This design comes from an exercise in tuning for small area on the open sky130 flow, not from production work.
The RTL was checked by simulation tests, not by an equivalence proof against the original design.
Power and IR drop assume default switching activity.

==> flow/design.v (outline; a module is shown in full before it is edited, if it fits) <==
// module fa_cell: 4 lines
// module fa1_cell: 4 lines
// module xnor_cell: 3 lines
// module xor_cell: 3 lines
// module or_cell: 3 lines
// module bsel_cell: 5 lines
// module bsel0_cell: 5 lines
// module aoi22_cell: 3 lines
// module nand_cell: 3 lines
// module ha_cell: 4 lines
// module PEArray2: 2795 lines
module PEArray2 #(
    parameter W = 8,
    parameter N = 4
)(
    input logic clk, rst, stationaryCtrl,
    input logic [N-1:0][W-1:0] a_in,
    input logic [N-1:0][W-1:0] b_in,
    input logic [N-1:0][W-1:0] c_in,
    output logic [N-1:0][W-1:0] c_out
);
  // ...
==> flow/flow/run.sh <==
#!/bin/bash
# Standard ORFS layout; ports are buffered with the smallest buffer and the
# clock tree uses small clock buffers without dummy loads.
set -euo pipefail
export BUFFER_PORTS_ARGS="-buffer_cell sky130_fd_sc_hd__buf_1"
export CTS_ARGS="-sink_clustering_enable -repair_clock_nets -dont_use_dummy_load -sink_clustering_size 12 -sink_clustering_max_diameter 60 -buf_list {sky130_fd_sc_hd__clkbuf_4}"
bash standard.sh > standard.log 2>&1
==> flow/standard.sh <==
#!/bin/bash
# synth_recipe.tcl (not shown) runs the flow's synth.tcl, then flattens the netlist and writes it again
# the make line also repeats each setting of config.mk as NAME=value (left out here)
make -C /OpenROAD-flow-scripts/flow DESIGN_CONFIG=/design/flow/config.mk WORK_HOME=/design/flow/orfs CLKGATE_MAP_FILE= SYNTH_SCRIPT=/design/flow/synth_recipe.tcl "${@:-finish}"
==> flow/config.mk <==
export PLATFORM = sky130hd
export DESIGN_NAME = PEArray2
export DESIGN_NICKNAME = PEArray2
export VERILOG_FILES = /design/flow/design.v
export SDC_FILE = /design/flow/constraint.sdc
export NUM_CORES = 4
export LEC_CHECK = 0
export CAP_MARGIN = 20
export CORE_MARGIN = 2
export CORE_UTILIZATION = 65
export SLEW_MARGIN = 20
export SYNTH_HIERARCHICAL = 1
export SYNTH_MINIMUM_KEEP_SIZE = 0
==> flow/constraint.sdc <==
create_clock -name core_clock -period 6.5 [get_ports {clk}]
set_input_delay 1.3000 -clock core_clock [delete_from_list [all_inputs] [get_ports {clk}]]
set_output_delay 1.3000 -clock core_clock [all_outputs]
set_load 0.01 [all_outputs]
==> impl_results.md, run 1 <==
* # IOs at 131
* DP HPWL at 35.9 mm
* DR vias at 12200
* Crit path max fanout at 12
* Root Buffer: clkbuf_4
* Mux share of post-synthesis cell area at 0.163%
* Dominant power group: combinational logic
* Worst Reg2Reg Path Length in Cells at 11
* Max FFs per register at 128
* CTS tree: done
* Worst path depth at 11
* Met3 usage at 9.48%
* Highest Clock Rate at 0.200 GHz
* Setup bufs post-CTS at 0
* Hold Startpoint: r1[22]
* Final Hold Vio Count at 0
* Main combinational cell family by area after synthesis: adder cells
* Hold slack final at 0.432 ns
* First-pass GRT wire length at 74.3 mm
* Status: finished clean
* Period minus WS final at 5.00 ns
* DRC at 0
* Clock buf count at 28
* Commonest cells after routing, fill and taps aside: 576 x nand2_1, 348 x fa_1, 232 x xor2_1, 128 x edfxtp_1, 128 x buf_1
* WP buf/inv at 1
* Largest class: multi-input combinational cells
* Psw at 2.89 mW
* Dpl cells at 2085
* Core ar. at 27900 sq um
* Starting density of the core at 66.1%
* Global-route usage over all layers at 34.6%
* Final Util at 70.0%
* Max-slew violations at 0
* Post-Synth XOR/XNOR Area at 12.2%
* Synth Warn # at 7
* Initial antenna violation count at 1
* Multi-input combinational area share at 62.5%
* Int Power at 3.76 mW
* Top sig layer: met4
* Clock Tree Buf Depth at 3
* Slew headroom at 29.8%
* Final Cycle Share at 77.0%
==> inputs of run 2 (changes only) <==
==> flow/flow/run.sh (replaced) <==
#!/bin/bash
# Standard ORFS layout; ports are buffered with the smallest buffer and the
# clock tree uses small clock buffers without dummy loads.
set -euo pipefail
export BUFFER_PORTS_ARGS="-buffer_cell sky130_fd_sc_hd__buf_1"
export CTS_ARGS="-sink_clustering_enable -repair_clock_nets -dont_use_dummy_load -sink_clustering_size 14 -sink_clustering_max_diameter 70 -buf_list {sky130_fd_sc_hd__clkbuf_4 sky130_fd_sc_hd__clkbuf_8}"
bash standard.sh > standard.log 2>&1
==> run 2 against run 1 <==
Net effect:
- non-clock buffer count is the same
- area after synthesis is the same
- total power grew 2.7%
- sequential share of layout area shrank 0.20 points
- clock power grew 25%
- largest cell class unchanged
- register-to-register slack is essentially flat
- die area is the same
- clock skew shrank 0.067 ns
- maximum frequency shrank 3.5%
- via count shrank 0.41%
==> impl_results.md, run 2 <==
* Status: finished clean
* Nets at 2185
* Max IR drop VDD at 285 uV
* Global-route usage over all layers at 34.7% (+0.093 points)
* First-pass GRT wire length at 74.4 mm (+0.19%)
* Final Cycle Share at 79.7% (+2.8 points)
* Latest clock arrival within the worst-skew pair at 0.58 ns
* Dominant cell type by area after synthesis: fa_1
* Power Dens Cells at 348 nW/um^2
* # IOs at 131 (unchanged)
* Top_reg_cell synth: edfxtp_1
* Port bufs at 130
* Number of synthesized flops with an enable pin at 128
* Post-synthesis async set-or-reset flop share at 0%
* DR vias at 12100 (-0.41%)
* RSZ-0062 raised after global routing: no
* Starting density of the core at 66.1% (unchanged)
* Setup crit end kind: flop
* Worst Hold Class: flop to flop
* Cts bufs inserted at 25
* CTS tree: done
* Num rows at 61
* Max FFs per register at 128 (unchanged)
* Avg WL per Cell at 23.0 um
* Hold slack final at 0.440 ns (+0.00796 ns)
* Routability cong. at 0.947
* Crit path DAT at 5.67 ns
* Final Hold Vio Count at 0 (unchanged)
* Sequential cell area fraction in the yosys report at 31.7%
* Top cell type's share of synthesized area at 37.8%
* Die area at 29700 sq um
* Top sig layer: met4
* Highest Clock Rate at 0.193 GHz (-3.5%)
* DP HPWL at 35.9 mm (unchanged)
* Core ar. at 27900 sq um (unchanged)
* Worst-margin pin slew at 1.05 ns
* Netlist Area Pre-Place at 18400 sq um
* Overflow left after global routing at 0
* Most numerous cell in the Yosys netlist: nand2_1
* Root Buffer: clkbuf_8
* H-tree depth at 1
* Initial antenna violation count at 0 (-1)
* Metal3 WL at 5.83 mm
* Diode count at 0
* CP required at 6.98 ns
* WS Path Type: primary input to flop
* Pre-antenna DRT Iters at 8
* Reg clk slew, reported paths at 0.08 ns
* Number of vias per cell at 5.75
* Hold Buf Count CTS at 0
* Final setup fails at 0
* MaxCap Viol Count at 0
* Commonest cells after routing, fill and taps aside: 576 x nand2_1, 348 x fa_1, 232 x xor2_1, 128 x edfxtp_1, 128 x buf_1
* Largest net degree at the start of global routing at 80
* Crit path max fanout at 12 (unchanged)
* Clock sink total at 228
* Most flop-heavy register: a
* Die H at 172 um
* Cells after Synth at 1629
* Top post-synthesis cells by area: fa_1 38%, edfxtp_1 21%, nand2_1 12%
* Final TNS setup at 0 ns
* Die Wd at 172 um
* Layout cells sized above 1 at 3.23%
* Period minus WS final at 5.18 ns (+0.179 ns)
* Clock Tree Buf Depth at 3 (unchanged)
* Detail Route Antenna Nets at 0
* Commonest non-fill, non-tap cell in the layout: nand2_1
* Pleak at 7.12 nW
* DRC at 0 (unchanged)
* Critical Path Source Type: primary input
* Routed wire length at 48.5 mm
* DRT iter0 DRCs at 1108
* Vias in the first global route at 12800
* Post-synthesis cell type count at 16
* Slew headroom at 30.2% (+0.49 points)
* Post-Route M1 WL at 19.6 mm
* Post-synthesis register bit count at 228
* Area Overhead vs Synth at 6.60%
* Final Skew at 0.0530 ns
* Post-CTS Resized at 0
* Syn avg cell area at 11.3 sq um
* Synth Warn # at 7 (unchanged)
* Max-slew violations at 0 (unchanged)
* Top cells by count, synth: 576 x nand2_1, 348 x fa_1, 232 x xor2_1, 128 x edfxtp_1, 100 x dfxtp_1
* Setup bufs post-CTS at 0 (unchanged)
* DR WL met2 at 21.6 mm
[run 2: cell counts after synthesis]
Identical to the previous run, type by type.
[run 2: layer usage]
layer  track usage, %  vias to the layer above
li1                 -                     5144
met3             9.73                      105
met4             10.0                        0
met2             53.2                      795
met1             49.2                     6079
met5                0                        -
[run 2: metrics by stage]
stage / cells / power (mW) / util [%] / area, sq um / setup slack [ns]
after floorplan: 1632 / 4.92 / - / 18400 / 1.09
after global routing: 2110 / 7.38 / 70.5 / 19600 / 1.21
after global placement: 2085 / 5.82 / 69.2 / 19300 / 0.849
after CTS: 2110 / 6.80 / 70.5 / 19600 / 1.36
final: 2110 / 6.83 / 70.5 / 19600 / 1.32
after detailed placement: 2085 / 5.97 / 69.2 / 19300 / 0.780
[run 2: worst paths after layout]
kind         startpoint     end  cells past startpoint  slack [ns]
min              r1[30]  r2[30]                      1        0.44
max reg2reg       a[40]  r1[15]                     11        1.75
max            b_in[13]  r1[23]                     11        1.32
min reg2reg      r1[30]  r2[30]                      1        0.44
[run 2: report_power, final]
group | total (mW) | internal (mW) | switching, mW
sequential | 1.78 | 1.65 | 0.133
clock | 0.823 | 0.340 | 0.483
combinational | 4.22 | 1.92 | 2.30
[run 2: worst max-delay path, stage by stage]
cell     delay [ns]
buf_1          0.58
nand2_1        0.19
fa_1           0.52
fa_1           0.57
fa_1           0.46
fa_1           0.53
fa_1           0.44
fa_1           0.42
fa_1           0.38
xor2_1         0.17
nor2_1         0.10
[run 2: cells by family after synthesis]
family / count (synthesis) / synth area share, %
xor gates and xnor gates: 256 / 12.2
adders and majority gates: 352 / 38.1
buffers and inverters: 84 / 2.17
DFF: 228 / 31.7
muxes: 3 / 0.163
other: 1 / 0.0204
and+or+nand+nor: 705 / 15.6
[run 2: layout make-up]
class | instances | area (sq um)
Sequential cell | 228 | 5850
Multi-Input combinational cell | 1320 | 12200
Tap cell | 378 | 473
Fill cell | 2094 | 8230
Clock buffer | 25 | 344
Timing Repair Buffer | 159 | 786
[run 2: modules after synthesis, one instance, submodules excluded, excerpt]
module	area [sq um]	cells	times used	flip-flops and latches
xnor_cell	8.76	1	24	0
fa_cell	20.0	1	348	0
xor_cell	8.76	1	232	0
PEArray2	9000	997	1	228
ha_cell	12.5	1	4	0
or_cell	6.26	1	24	0
==> inputs of run 3 (changes only) <==
==> flow/flow/run.sh (replaced) <==
#!/bin/bash
# Standard ORFS layout; ports are buffered with the smallest buffer and the
# clock tree uses small clock buffers without dummy loads.
set -euo pipefail
export BUFFER_PORTS_ARGS="-buffer_cell sky130_fd_sc_hd__buf_1"
export CTS_ARGS="-sink_clustering_enable -repair_clock_nets -dont_use_dummy_load -sink_clustering_size 10 -sink_clustering_max_diameter 50 -buf_list {sky130_fd_sc_hd__clkbuf_4}"
bash standard.sh > standard.log 2>&1
==> run 3 against run 2 <==
Net effect:
- still clean on timing, DRC and antenna
- via count rose by 0.87%
- final area shrank 0.36%
- sequential power barely moved
- area after synthesis is the same
- total power fell by 1.7%
- die area is the same
- clock power decreased by about 10%
- maximum frequency up 1.4%
- sequential share of layout area is 0.11 points higher
- critical path type unchanged
- largest cell class unchanged
==> impl_results.md, run 3 <==
* Reg clk slew, reported paths at 0.10 ns (+0.02 ns)
* DR vias at 12200 (+0.87%)
* Setup bufs post-CTS at 0 (unchanged)
* Die H at 172 um (unchanged)
* Pre-antenna DRT Iters at 8 (unchanged)
* Register area at 5850 sq um (unchanged)
* H-tree depth at 2 (+1)
* Sequential cell area fraction in the yosys report at 31.7% (unchanged)
* WS Path Type: primary input to flop
* Worst Hold Class: flop to flop
* CP required at 6.99 ns (about the same)
* Area Overhead vs Synth at 6.21%
* Vias in the first global route at 12900 (+0.66%)
* Core ar. at 27900 sq um (unchanged)
* Max IR drop VDD at 285 uV (about the same)
* Most flop-heavy register: a
* Post-synthesis register bit count at 228 (unchanged)
* Syn avg cell area at 11.3 sq um (unchanged)
* Post-CTS Resized at 0 (unchanged)
* Synth Warn # at 7 (unchanged)
* Final Hold Vio Count at 0 (unchanged)
* Worst setup margin at 1.39 ns (+0.0714 ns)
* RSZ-0062 raised after global routing: no
* Number of vias per cell at 5.76 (+0.30%)
* Final setup fails at 0 (unchanged)
* Multi-input logic area at 12200 sq um (unchanged)
* DP HPWL at 35.9 mm (unchanged)
* Top post-synthesis cells by area: fa_1 38%, edfxtp_1 21%, nand2_1 12%
* Power Dens Cells at 343 nW/um^2 (-1.3%)
* # IOs at 131 (unchanged)
* Overflow left after global routing at 0 (unchanged)
* Highest Clock Rate at 0.196 GHz (+1.4%)
* Post-synthesis async set-or-reset flop share at 0% (unchanged)
* Cts bufs inserted at 36 (+44%)
* Routed wire length at 48.6 mm (+0.20%)
* Dominant cell type by area after synthesis: fa_1
* Routability cong. at 0.947 (unchanged)
* Top cells by count, synth: 576 x nand2_1, 348 x fa_1, 232 x xor2_1, 128 x edfxtp_1, 100 x dfxtp_1
* Worst path slowest cell: buf_1
* Root Buffer: clkbuf_4
* Top cell type's share of synthesized area at 37.8% (unchanged)
* CTS tree: done
* Clock sink total at 228 (unchanged)
* MaxCap Viol Count at 0 (unchanged)
* Crit path DAT at 5.60 ns (-0.07 ns)
* CP max stage delay at 0.58 ns (about the same)
* Largest net degree at the start of global routing at 80 (unchanged)
* Worst path depth at 11 (unchanged)
* Pleak at 7.10 nW (-0.20%)
* Fill cells at 2113 (+0.91%)
* Commonest cells after routing, fill and taps aside: 576 x nand2_1, 348 x fa_1, 232 x xor2_1, 128 x edfxtp_1, 128 x buf_1
* Global-route usage over all layers at 34.8% (+0.13 points)
* Number of synthesized flops with an enable pin at 128 (unchanged)
* Layout cells sized above 1 at 3.84% (+0.61 points)
* Final Skew at 0.0865 ns (+0.0335 ns)
* Status: finished clean
* Hold slack final at 0.404 ns (-0.0356 ns)
* Crit path max fanout at 12 (unchanged)
* DRC at 0 (unchanged)
* Avg WL per Cell at 22.9 um (-0.37%)
* Cells after Synth at 1629 (unchanged)
* Commonest non-fill, non-tap cell in the layout: nand2_1
* WP buf/inv at 1 (unchanged)
* Starting density of the core at 66.1% (unchanged)
* Period minus WS final at 5.11 ns (-0.0714 ns)
* Most numerous cell in the Yosys netlist: nand2_1
* CP top delay family: adder cells
* Setup crit end kind: flop
* First-pass GRT wire length at 74.5 mm (about the same)
* Critical Path Source Type: primary input
* Die Wd at 172 um (unchanged)
* Most frequent CP cell: fa_1
* Clock Tree Buf Depth at 3 (unchanged)
* Fin cells at 2122 (+0.57%)
* Port bufs at 130 (unchanged)
* Dpl cells at 2085 (unchanged)
* Post-synthesis cell type count at 16 (unchanged)
* Latest clock arrival within the worst-skew pair at 0.66 ns (+0.08 ns)
* Final Cycle Share at 78.6% (-1.1 points)
* Pre-CTS setup slack at 0.780 ns (unchanged)
* Slew headroom at 30.1% (-0.19 points)
* Num rows at 61 (unchanged)
* Detail Route Antenna Nets at 0 (unchanged)
* Worst hold path depth at 1 (unchanged)
* Initial antenna violation count at 1 (+1)
* Max FFs per register at 128 (unchanged)
* Final TNS setup at 0 ns (unchanged)
* Hold Buf Count CTS at 0 (unchanged)
* Top_reg_cell synth: edfxtp_1
* Netlist Area Pre-Place at 18400 sq um (unchanged)
* Die area at 29700 sq um (unchanged)
* DRT iter0 DRCs at 1111 (+0.27%)
* Worst-margin pin slew at 1.05 ns (+0.00287 ns)
* Nets at 2196 (+0.50%)
* Worst Reg2Reg Path Length in Cells at 11 (unchanged)
* CP Cell Sequence: buf_1 > nand2_1 > fa_1 > fa_1 > fa_1 > fa_1 > fa_1 > fa_1 > fa_1 > xor2_1 > nor2_1
* Max-slew violations at 0 (unchanged)
## run 3: final cells by class
cell class,count,share of cell area [%]
Multi-Input combinational cell,1320,62.3
Sequential cell,228,29.9
Timing Repair Buffer,159,4.02
Tap cell,378,2.42
Clock buffer,36,1.38
Antenna cell,1,0.0128
## run 3: metrics by stage
stage	cell area [sq um]	power, mW	utilization [%]
after floorplan	18400	4.92	-
after global placement	19300	5.82	69.2
after detailed placement	19300	5.97	69.2
after CTS	19600	6.72	70.2
after global routing	19600	7.30	70.2
final	19600	6.71	70.2
## run 3: power by group
group / switching [mW] / total [mW] / internal [mW]
clock network: 0.485 / 0.739 / 0.255
logic: 2.28 / 4.19 / 1.91
registers: 0.133 / 1.78 / 1.65
total: 2.90 / 6.71 / 3.81
## run 3: final timing paths
kind / startpoint / endpoint / slack [ns]
worst max-delay path: b_in[13] / r1[23] / 1.39
worst min-delay path: r1[30] / r2[30] / 0.40
worst max register to register: a[40] / r1[15] / 1.71
worst min register to register: r1[30] / r2[30] / 0.40
## run 3: worst reg2reg max path, cell delays in order, from the launching register on
cell	delay, ns
edfxtp_1	0.74
nand2_1	0.18
fa_1	0.48
fa_1	0.55
fa_1	0.44
fa_1	0.40
fa_1	0.42
fa_1	0.42
fa_1	0.40
fa_1	0.40
xor2_1	0.18
nor2_1	0.06
## run 3: kinds of logic (layout without fill, tap and decap cells)
logic type	after synthesis	after routing	share of synthesized area, %
and+or+nand+nor	705	705	15.6
xor gates and xnor gates	256	256	12.2
DFF	228	228	31.7
muxes	3	3	0.163
other	1	5	0.0204
buffers and inverters	84	195	2.17
adders and majority gates	352	352	38.1
## run 3: per-module statistics from Yosys, one instance, submodules excluded, a selection
| module | cell area, sq um | cells inside | times used | flops+latches |
|---|---|---|---|---|
| fa_cell | 20.0 | 1 | 348 | 0 |
| xor_cell | 8.76 | 1 | 232 | 0 |
| ha_cell | 12.5 | 1 | 4 | 0 |
| xnor_cell | 8.76 | 1 | 24 | 0 |
| PEArray2 | 9000 | 997 | 1 | 228 |
| or_cell | 6.26 | 1 | 24 | 0 |
## run 3: per-layer routing
layer / vias up / routed length [um] / track usage (%)
li1: 5184 / - / -
met1: 6106 / 19200 / 49.0
met2: 823 / 21700 / 53.0
met3: 115 / 6250 / 10.6
met4: 0 / 1410 / 10.6
met5: - / 0 / 0

==> port drivers added, routing unchanged <==
The flow's constraints put no driver on any port. The routed layouts listed below were extracted and timed again, unchanged, in two steps. Step 1 (the two cells are an assumption about what drives the block):
set clk [get_ports {clk}]
set_driving_cell -lib_cell sky130_fd_sc_hd__clkbuf_16 $clk
set_driving_cell -lib_cell sky130_fd_sc_hd__buf_2 [delete_from_list [all_inputs] $clk]
Step 2 adds t to the input delays and takes it off the output delays; t is the mean of the earliest and latest rising clock arrival at the registers after step 1. Input paths then give back, and output paths get back, about the clock's delay inside the block. Three values: ideal, step 1, step 2; two values: the first two.
run | t (ns) | slack for setup (ns) | hold slack, ns | worst setup path at the end | worst slew at a driven data input, ns
run 1 | 0.740 | 1.496 / 1.516 / 0.777 | 0.432 / 0.432 / 0.432 | input to register | 0.04
run 2 | 0.598 | 1.317 / 1.340 / 0.742 | 0.440 / 0.440 / 0.440 | input to register | 0.04
run 3 | 0.666 | 1.389 / 1.412 / 0.745 | 0.404 / 0.404 / 0.404 | input to register | 0.04
After both steps setup and hold are still met in every run listed. For run 1, which loses most, drivers alone change the setup slack by +0.020 ns; drivers and shift together by -0.719 ns.
